What follows belongs to an exercise in optimizing a design on an open flow for small area; a production flow would make more cautious choices.
In this exercise RTL edits were held to simulation tests only and were not proved equivalent to the original.
Power is estimated from default activity; no workload was simulated. The flow treats the clock pin as an ideal source, which a real chip does not have.

==> flow/design.v (outline; a module is shown in full before it is edited, if it fits) <==
// module LedMatrix: 863 lines
module LedMatrix (
  output     [34:0]   io_col,
  output     [5:0]    io_row,
  input               bus_write,
  input      [6:0]    bus_address,
  input      [31:0]   bus_writeData,
  input               clk,
  input               reset
);
  // ...
==> flow/flow/run.sh <==
#!/bin/bash
# Own flow: the standard layout (standard.sh) with three changes:
#  - synthesis runs flow/synth.tcl, which maps the logic with ABC's &nf area mapper
#    (flow/area.abc); registers are mapped before ABC, exactly as in the standard synthesis;
#  - ports are buffered with sky130_fd_sc_hd__buf_1;
#  - clock tree synthesis runs without dummy loads.
set -euo pipefail
W=$(pwd)
F=$W/flow
export MY_ABC_SCRIPT=$F/area.abc
sed "s#SYNTH_SCRIPT=[^ ]*#SYNTH_SCRIPT=$F/synth.tcl#" standard.sh > "$W/own_standard.sh"
grep -q "SYNTH_SCRIPT=$F/synth.tcl" "$W/own_standard.sh"
CTS="-sink_clustering_enable -repair_clock_nets -sink_clustering_size 30 -sink_clustering_max_diameter 80 -buf_list sky130_fd_sc_hd__clkbuf_16 -dont_use_dummy_load"
bash "$W/own_standard.sh" "CTS_ARGS=$CTS" "BUFFER_PORTS_ARGS=-buffer_cell sky130_fd_sc_hd__buf_1" finish > "$W/flow_make.log" 2>&1
==> flow/flow/area.abc <==
strash
&get -n
&st
&dch -f
&nf -p -a -R 1000
&put
==> flow/flow/synth.tcl <==
# The standard synthesis (synth_recipe.tcl), except that the final technology mapping
# runs ABC with the script named by MY_ABC_SCRIPT instead of ORFS's. Registers are mapped
# before ABC runs, so their names and cells are the standard synthesis's.
proc synth {args} { yosys synth -nofsm -noshare {*}$args }
proc abc {args} {
  set i [lsearch -exact $args -script]
  if {$i >= 0} { set args [lreplace $args $i [expr {$i + 1}] -script $::env(MY_ABC_SCRIPT)] }
  yosys abc {*}$args
}
source $::env(SCRIPTS_DIR)/synth.tcl
# left out here: clear keep_hierarchy, flatten, clean up, hide names made inside functions, write 1_2_yosys.v
==> flow/standard.sh <==
#!/bin/bash
# synth_recipe.tcl (not shown) runs the flow's synth.tcl, then flattens the netlist and writes it again
# the make line also repeats each setting of config.mk as NAME=value (left out here)
make -C /OpenROAD-flow-scripts/flow DESIGN_CONFIG=/design/flow/config.mk WORK_HOME=/design/flow/orfs CLKGATE_MAP_FILE= SYNTH_SCRIPT=/design/flow/synth_recipe.tcl "${@:-finish}"
==> flow/config.mk <==
export PLATFORM = sky130hd
export DESIGN_NAME = LedMatrix
export DESIGN_NICKNAME = LedMatrix
export VERILOG_FILES = /design/flow/design.v
export SDC_FILE = /design/flow/constraint.sdc
export NUM_CORES = 4
export LEC_CHECK = 0
export CAP_MARGIN = 5
export CORE_MARGIN = 2
export CORE_UTILIZATION = 75
export CTS_BUF_LIST = sky130_fd_sc_hd__clkbuf_16
export CTS_CLUSTER_DIAMETER = 80
export CTS_CLUSTER_SIZE = 30
export SLEW_MARGIN = 5
==> flow/constraint.sdc <==
create_clock -name core_clock -period 10.0 [get_ports {clk}]
set_input_delay 2.0000 -clock core_clock [delete_from_list [all_inputs] [get_ports {clk}]]
set_output_delay 2.0000 -clock core_clock [all_outputs]
set_load 0.01 [all_outputs]
==> flow_summary.toml, run 1 <==
[final_layout]
flops_and_latches = 1379
nNetsFinal = 4633
layout-drive-gt1-share_pct = 4.34
layout.area.seq_sq_um = 27800

[power]
clkPwrFrac_pct = 26.5
pg_seq_w = 0.00645
ir_worst_vdd_mv = 0.195
power.total_w = 0.00965

[timing]
period_minus_slack_ns = 7.89
setup_viol = 0
max_clock_freq_mhz = 127

[floorplanning]
ios = 83
core_sq_um = 61600

[min_path]
worstHoldPathCells = 0
min_to = "rowDiv[2]"

[yosys]
netlist_instances = 4373
synth_area_sq_um = 46700
synth_common_cells = "o22ai_1 (1411), dfxtp_1 (1344), nand2_1 (602)"
yosys.area_share.simple_pct = 6.26
yosysWarnings = 1

[setup_path]
cp-endpoint = "io_col[21]"
r2r_slack_ns = 5.60
worstPathBufferInverterCount = 3
path_cells = "clkinv_1 > nor2_4 > buf_4 > a31oi_1 > a21oi_1 > o21ai_0 > maj3_1 > maj3_1 > maj3_1 > maj3_1 > maj3_1 > xnor2_1 > nand2_1 > buf_1"
crit_top_cell = "maj3_1"

[detailed_routing]
met2_length_um = 66800
drt-initial-drc-count = 9724
wl_per_cell_um = 28.8

[placement]
finalWeightedCongestion = 0.909
pre_cts_ws_ns = 3.00

[clocking]
cts_tree = "yes"
cts_root_buf = "clkbuf_16"

[global_route]
grt_use_met1_pct = 62.1
grt_most_used_layer = "met2"

[outcome]
outcome = "finished clean"
==> run 2: changes to the inputs <==
--- a/flow/config.mk
+++ b/flow/config.mk
@@ -6,5 +6,5 @@
 export NUM_CORES = 4
 export LEC_CHECK = 0
-export CAP_MARGIN = 5
+export CAP_MARGIN = 0
 export CORE_MARGIN = 2
 export CORE_UTILIZATION = 75
@@ -12,3 +12,4 @@
 export CTS_CLUSTER_DIAMETER = 80
 export CTS_CLUSTER_SIZE = 30
-export SLEW_MARGIN = 5
+export GPL_TIMING_DRIVEN = 0
+export SLEW_MARGIN = 0
==> run 2 against run 1 <==
  * The layout now fails its checks (slew limit)
  * Sequential cell count stayed put
  * Routed wire length is 8.0% higher
  * Area after synthesis stayed put
  * Non-clock buffer count is 69 higher
  * Combinational power is 11% higher
  * Clock skew is 0.0048 ns higher
  * Global-route usage is 3.9 points higher
  * Utilization is 4.0 points higher
==> flow_summary.toml, run 2 <==
[outcome]
outcome = "complete, but fails checks"
violations = "slew limit"

[yosys]
ys_ff_latch = 1379
synth_cell_types = 37
synth_common_cells = "o22ai_1 (1411), dfxtp_1 (1344), nand2_1 (602)"
yosysWarnings = 1
yosys_most_used_dff = "dfxtp_1"
synth_edf_count = 0
netlist_instances = 4373
syn_nets = 4417
post-synth-top-count-cell = "o22ai_1"
avgSynthCellArea_sq_um = 10.7
yosys.area.top_type = "dfxtp_1"
synth_area_leaders = "dfxtp_1 (58%), o22ai_1 (19%), a222oi_1 (7.1%), nand2_1 (4.8%), a22oi_1 (2.2%)"
synth_area_sq_um = 46700
ys_async_sr_fraction_pct = 2.54
yosys.area.top_type_share_pct = 57.7
ys_seq_area_share_pct = 59.6

[timing]
setup_viol = 0
tightest_slew_ns = 1.62
holdWs_ns = 0.437
period_minus_slack_ns = 9.16
finalMaxSlewViolations = 1
skew_ns = 0.0434
slew_headroom_pct = -8.10
max_clock_freq_mhz = 109
final_hold_viol_count = 0
period_share_pct = 91.6
grt_setup_unrepaired = "no"

[final_layout]
nNetsFinal = 4702
nFillCells = 3182
layout-drive-gt1-share_pct = 5.69
final_util_pct = 86.3
final_common_cell = "o22ai_1"
final_area_sq_um = 53100
instances_no_fill = 5498
syn_to_final_growth_pct = 13.9
mostFrequentLayoutCells = "o22ai_1 (1411), dfxtp_1 (1344), nand2_1 (602), a222oi_1 (329), a22oi_1 (136)"

[placement]
dp.cells = 5440
dpl_cell_area_sq_um = 51800
io_buffers = 74
finalWeightedCongestion = 0.854
dp.final_hpwl_um = 103000

[global_route]
antenna_found_initial = 11
grt_start_max_net_pins = 75
grt_overflow = 0
grt_pass1_wl_um = 254000
grt_usage_pct = 50.7
grt_pass1_vias = 44010

[setup_path]
r2r_slack_ns = 6.69
reg2reg_from = "rowDiv[1]"
required_ns = 8.00
cp_slowest_stage_delay_ns = 1.01
crit_top_cell = "maj3_1"
critPathKind = "reg -> out"
cp-end-kind = "output pin"
worstPathBufferInverterCount = 5
startpoint_type = "flip-flop"
cpMaxStageDelayCell = "dfstp_4"
r2r_cells = 5
arrival_ns = 7.16
regToRegEndpoint = "r79[15]"
path_cells = "buf_16 > buf_16 > inv_2 > nor2_4 > buf_12 > a41oi_1 > a21oi_1 > o21ai_0 > maj3_1 > maj3_1 > maj3_1 > maj3_1 > maj3_1 > o21ai_0 > buf_1"
cp_top_family = "adder cells"
cp_max_fo = 37

[detailed_routing]
drt-initial-drc-count = 11149
wl_per_cell_um = 30.7
ant_nets = 0
wirelength_um = 169000
drc = 0
firstDrtPassIters = 15
viasPerCell = 8.45
dr_total_vias = 46451

[clocking]
clock_path_buffers = 3
postCtsSetupRepairBufs = 0
cts_root_buf = "clkbuf_16"
numCtsBuffers = 52
clk_pin_slew_ns = 0.11
clock-sinks = 1379
cts_tree = "yes"
cts_max_level = 2
cts_hold_buf = 0
clock_latency_ns = 0.68
cts_resized = 0

[power]
powerDensity_nw_per_um2 = 184
ir_worst_vdd_mv = 0.208
p_leak_nw = 19.9

[min_path]
holdCritStartpoint = "r34[6]"
min_path_type = "reg -> reg"
worstHoldPathCells = 1
min_to = "r34[6]"

[floorplanning]
dieArea_sq_um = 64200
die_w_um = 253
fp.dieH_um = 253
core_sq_um = 61600
rows = 91
start_util_pct = 75.7
ios = 83

[job]
drv_cap = 0
==> run 2: cell counts after synthesis <==
Identical to the previous run, type by type.
==> run 2: how the worst max path moves through the flow <==
| stage | slack (ns) | to | cells past startpoint | start |
|---|---|---|---|---|
| after floorplan | -0.18 | io_col[8] | 12 | rowCnt[1] |
| after global placement | -6.70 | io_col[3] | 12 | rowCnt[2] |
| after detailed placement | 0.81 | io_col[19] | 15 | ph |
| after CTS | 0.03 | io_col[19] | 15 | ph |
| after global routing | 0.89 | io_col[19] | 15 | ph |
| final | 0.84 | io_col[19] | 15 | ph |
==> run 2: layout make-up <==
cell class	count	area, sq um	share of cell area (%)
Antenna cell	5	12.5	0.0235
Timing Repair Buffer	231	3470	6.53
Multi-Input combinational cell	2975	19400	36.6
Inverter	9	33.8	0.0636
Clock buffer	52	1300	2.45
Tap cell	837	1050	1.97
Sequential cell	1379	27800	52.3
Buffer	10	37.5	0.0706
==> run 2: metal layers <==
layer  vias up  part of all wire (%)  global-route usage [%]  routed length, um
met5         -                 0.065                       0                110
met4        16                   8.3                    35.3              14000
met3      1203                    16                    17.2              26800
met2      4602                    42                    72.6              70600
met1     21745                    34                    64.4              57200
li1      18885                     -                       -                  -
==> run 2: logic make-up after synthesis <==
kind of cell | count (synthesis) | share of synthesized area, %
AO/OA/AOI/OAI | 2103 | 31.1
AND/OR/NAND/NOR | 729 | 6.26
flip-flops | 1379 | 59.6
XOR/XNOR | 68 | 1.28
buffers and inverters | 19 | 0.153
adder cells (fa/ha/maj) | 74 | 1.60
multiplexers | 1 | 0.0241
==> run 2: worst register-to-register path: cells and delay by family (launching register included) <==
kind,cells,cell delay [ns]
buffers and inverters,1,0.29
and+or+nand+nor,3,1.61
DFF,1,0.40
AOI/OAI and AO/OA,1,0.70
==> run 2: metrics by stage <==
step                power, W  setup TNS [ns]  worst slack [ns]
CTS                  0.00965               0            0.0314
finish               0.00977               0             0.845
floorplan            0.00690          -0.183            -0.183
global route         0.00998               0             0.892
global placement     0.00708         -361.08             -6.70
detailed placement   0.00722               0             0.806
==> run 2: where the power goes <==
part	internal, W	leakage [nW]	switching, W	total (W)
clock network	0.000939	0.641	0.00164	0.00258
logic	0.000303	6.83	0.000412	0.000715
registers	0.00611	12.4	0.000368	0.00647
==> run 3: changes to the inputs <==
--- a/flow/config.mk
+++ b/flow/config.mk
@@ -12,4 +12,3 @@
 export CTS_CLUSTER_DIAMETER = 80
 export CTS_CLUSTER_SIZE = 30
-export GPL_TIMING_DRIVEN = 0
 export SLEW_MARGIN = 0
==> run 3 against run 2 <==
  * Now clean on timing, DRC and antenna
  * Critical path depth down 1
  * Clock power about the same
  * Sequential cell count unchanged
  * Synthesized cell count unchanged
==> flow_summary.toml, run 3 <==
[floorplanning]
die_w_um = 253
fp.dieH_um = 253
dieArea_sq_um = 64200
core_sq_um = 61600
ios = 83
rows = 91
start_util_pct = 75.7

[timing]
skew_ns = 0.0386
final_hold_viol_count = 0
slew_headroom_pct = 12.0
grt_setup_unrepaired = "no"
tightest_slew_ns = 1.32
setup_viol = 0
finalMaxSlewViolations = 0
period_minus_slack_ns = 7.89
max_clock_freq_mhz = 127
period_share_pct = 78.9
postLayoutSetupSlackWorst_ns = 2.11

[clocking]
cts_max_level = 2
clock_latency_ns = 0.68
postCtsSetupRepairBufs = 0
cts_resized = 0
cts_root_buf = "clkbuf_16"
clock-sinks = 1379
numCtsBuffers = 52
clk_pin_slew_ns = 0.11
cts_hold_buf = 0
clock_path_buffers = 3
cts_tree = "yes"

[power]
p_comb_share_pct = 6.7
sw_frac_of_total_pct = 24.2
ir_worst_vdd_mv = 0.195
switching_power_w = 0.00234
powerDensity_nw_per_um2 = 190
seq_power_share_pct = 66.8
power.internal_w = 0.00731
clkPwrFrac_pct = 26.5
p_leak_nw = 18.9
power.total_w = 0.00965

[yosys]
yosys.area.top_type = "dfxtp_1"
post-synth-top-count-cell = "o22ai_1"
ys_async_sr_fraction_pct = 2.54
yosys_most_used_dff = "dfxtp_1"
netlist_instances = 4373
ys_ff_latch = 1379
ys_seq_area_share_pct = 59.6
synth_area_leaders = "dfxtp_1 (58%), o22ai_1 (19%), a222oi_1 (7.1%), nand2_1 (4.8%), a22oi_1 (2.2%)"
yosysWarnings = 1
synth_area_sq_um = 46700
synth_edf_count = 0
synth_common_cells = "o22ai_1 (1411), dfxtp_1 (1344), nand2_1 (602)"
synth_cell_types = 37
yosys.area.top_type_share_pct = 57.7
syn_nets = 4417
avgSynthCellArea_sq_um = 10.7

[min_path]
min_path_type = "reg -> reg"

[detailed_routing]
firstDrtPassIters = 11
ant_nets = 0
dr_total_vias = 44357
wl_per_cell_um = 28.8
viasPerCell = 8.17
drt-initial-drc-count = 9724
drc = 0
wirelength_um = 156000

[final_layout]
nFillCells = 3840
final_common_cell = "o22ai_1"
syn_to_final_growth_pct = 8.65
layout-drive-gt1-share_pct = 4.34
nNetsFinal = 4633
mostFrequentLayoutCells = "o22ai_1 (1411), dfxtp_1 (1344), nand2_1 (602), a222oi_1 (329), a22oi_1 (136)"

[setup_path]
critPathKind = "reg -> out"
cp_max_fo = 37
cp-end-kind = "output pin"
required_ns = 8.00
arrival_ns = 5.89
path_cells = "clkinv_1 > nor2_4 > buf_4 > a31oi_1 > a21oi_1 > o21ai_0 > maj3_1 > maj3_1 > maj3_1 > maj3_1 > maj3_1 > xnor2_1 > nand2_1 > buf_1"
cp_top_family = "adder cells"
cpMaxStageDelayCell = "dfstp_4"
cp_slowest_stage_delay_ns = 1.05
worstPathBufferInverterCount = 3
crit_top_cell = "maj3_1"
r2r_slack_ns = 5.60
startpoint_type = "flip-flop"

[global_route]
antenna_found_initial = 2
grt_overflow = 0
grt_usage_pct = 46.8
grt_start_max_net_pins = 131
grt_pass1_vias = 41438
grt_pass1_wl_um = 236000

[outcome]
outcome = "finished clean"

[placement]
io_buffers = 74
pre_cts_ws_ns = 3.00
dp.final_hpwl_um = 84800
finalWeightedCongestion = 0.909

[job]
drv_cap = 0
==> run 3: cell type report <==
class	instances	area (sq um)	area share, %
diodes	3	7.51	0.0148
clock buffers	52	1300	2.57
inverters	9	33.8	0.0666
multi-input cells	2975	19400	38.3
flip-flops and latches	1379	27800	54.8
well taps	837	1050	2.07
repair buffers	172	1100	2.17
==> run 3: power groups by stage <==
stage	logic [W]	clock network, W	registers (W)
after floorplan	0.000445	0	0.00645
after global placement	0.000574	0	0.00651
after detailed placement	0.000620	0	0.00654
after CTS	0.000623	0.00253	0.00642
after global routing	0.000702	0.00270	0.00649
final	0.000646	0.00256	0.00645
==> run 3: path summary, 6_finish.rpt <==
| check | from | end | cells past startpoint |
|---|---|---|---|
| max in group asynchronous | reset | rowCnt[1] | 3 |
| worst min register to register | rowDiv[1] | rowDiv[2] | 0 |
| worst max-delay path | ph | io_col[21] | 14 |
| min in group asynchronous | reset | pwmDiv[2] | 3 |
| worst min-delay path | rowDiv[1] | rowDiv[2] | 0 |
| worst max register to register | ph | r91[2] | 5 |
==> run 3: per-layer routing <==
| layer | routed length (um) | up-vias | global-route usage (%) | part of all wire, % |
|---|---|---|---|---|
| li1 | - | 18689 | - | - |
| met3 | 22500 | 683 | 10.7 | 14 |
| met5 | 14 | - | 0 | 0.0090 |
| met2 | 66800 | 3900 | 70.6 | 43 |
| met1 | 56900 | 21083 | 62.1 | 36 |
| met4 | 9800 | 2 | 26.8 | 6.3 |
==> run 3: cells by family after synthesis <==
kind of cell / count (synthesis) / synth area share, %
buffers and inverters: 19 / 0.153
AO/OA/AOI/OAI: 2103 / 31.1
flip-flops: 1379 / 59.6
AND/OR/NAND/NOR: 729 / 6.26
multiplexers: 1 / 0.0241
XOR/XNOR: 68 / 1.28
adder cells (fa/ha/maj): 74 / 1.60
==> run 3: stage by stage <==
step / setup TNS [ns] / cell area, sq um / instances / utilization, % / hold WS (ns)
global route: 0 / 50700 / 5424 / 82.3 / 0.412
finish: 0 / 50700 / 5427 / 82.3 / 0.405
CTS: 0 / 50700 / 5424 / 82.3 / 0.403
detailed placement: 0 / 49400 / 5372 / 80.2 / 0.377
global placement: 0 / 49400 / 5372 / 80.2 / 0.359
floorplan: -0.183 / 46700 / 4373 / - / 0.411
==> run 3: worst register-to-register path, delay by kind of cell, from the launching register on <==
family	cells	cell delay [ns]
AO/OA/AOI/OAI	1	0.25
XOR/XNOR	1	0.81
buffers and inverters	3	2.13
flip-flops	1	1.05

[separate check: timing with driven ports]
In the flow no input, the clock included, has a driving cell. The finished layouts below were timed again as built, in two steps.
Step 1: set_driving_cell puts a clkbuf_16 on clk and a buf_2 on each other input, an assumption about the parent block.
Step 2, shift: input delay + t, output delay - t, t = (earliest + latest rising clock arrival at the registers) / 2. This alone moves slack from input paths to output paths.
Three values: ideal ports, drivers, drivers and shift; two values: the first two.
| run | t, ns | slack for setup (ns) | worst hold slack (ns) |
|---|---|---|---|
| run 1 | 0.716 | 2.107 / 2.039 / 2.755 | 0.405 / 0.405 / 0.405 |
| run 2 | 0.738 | 0.845 / 0.774 / 1.512 | 0.437 / 0.437 / 0.437 |
| run 3 | 0.716 | 2.107 / 2.039 / 2.755 | 0.405 / 0.405 / 0.405 |
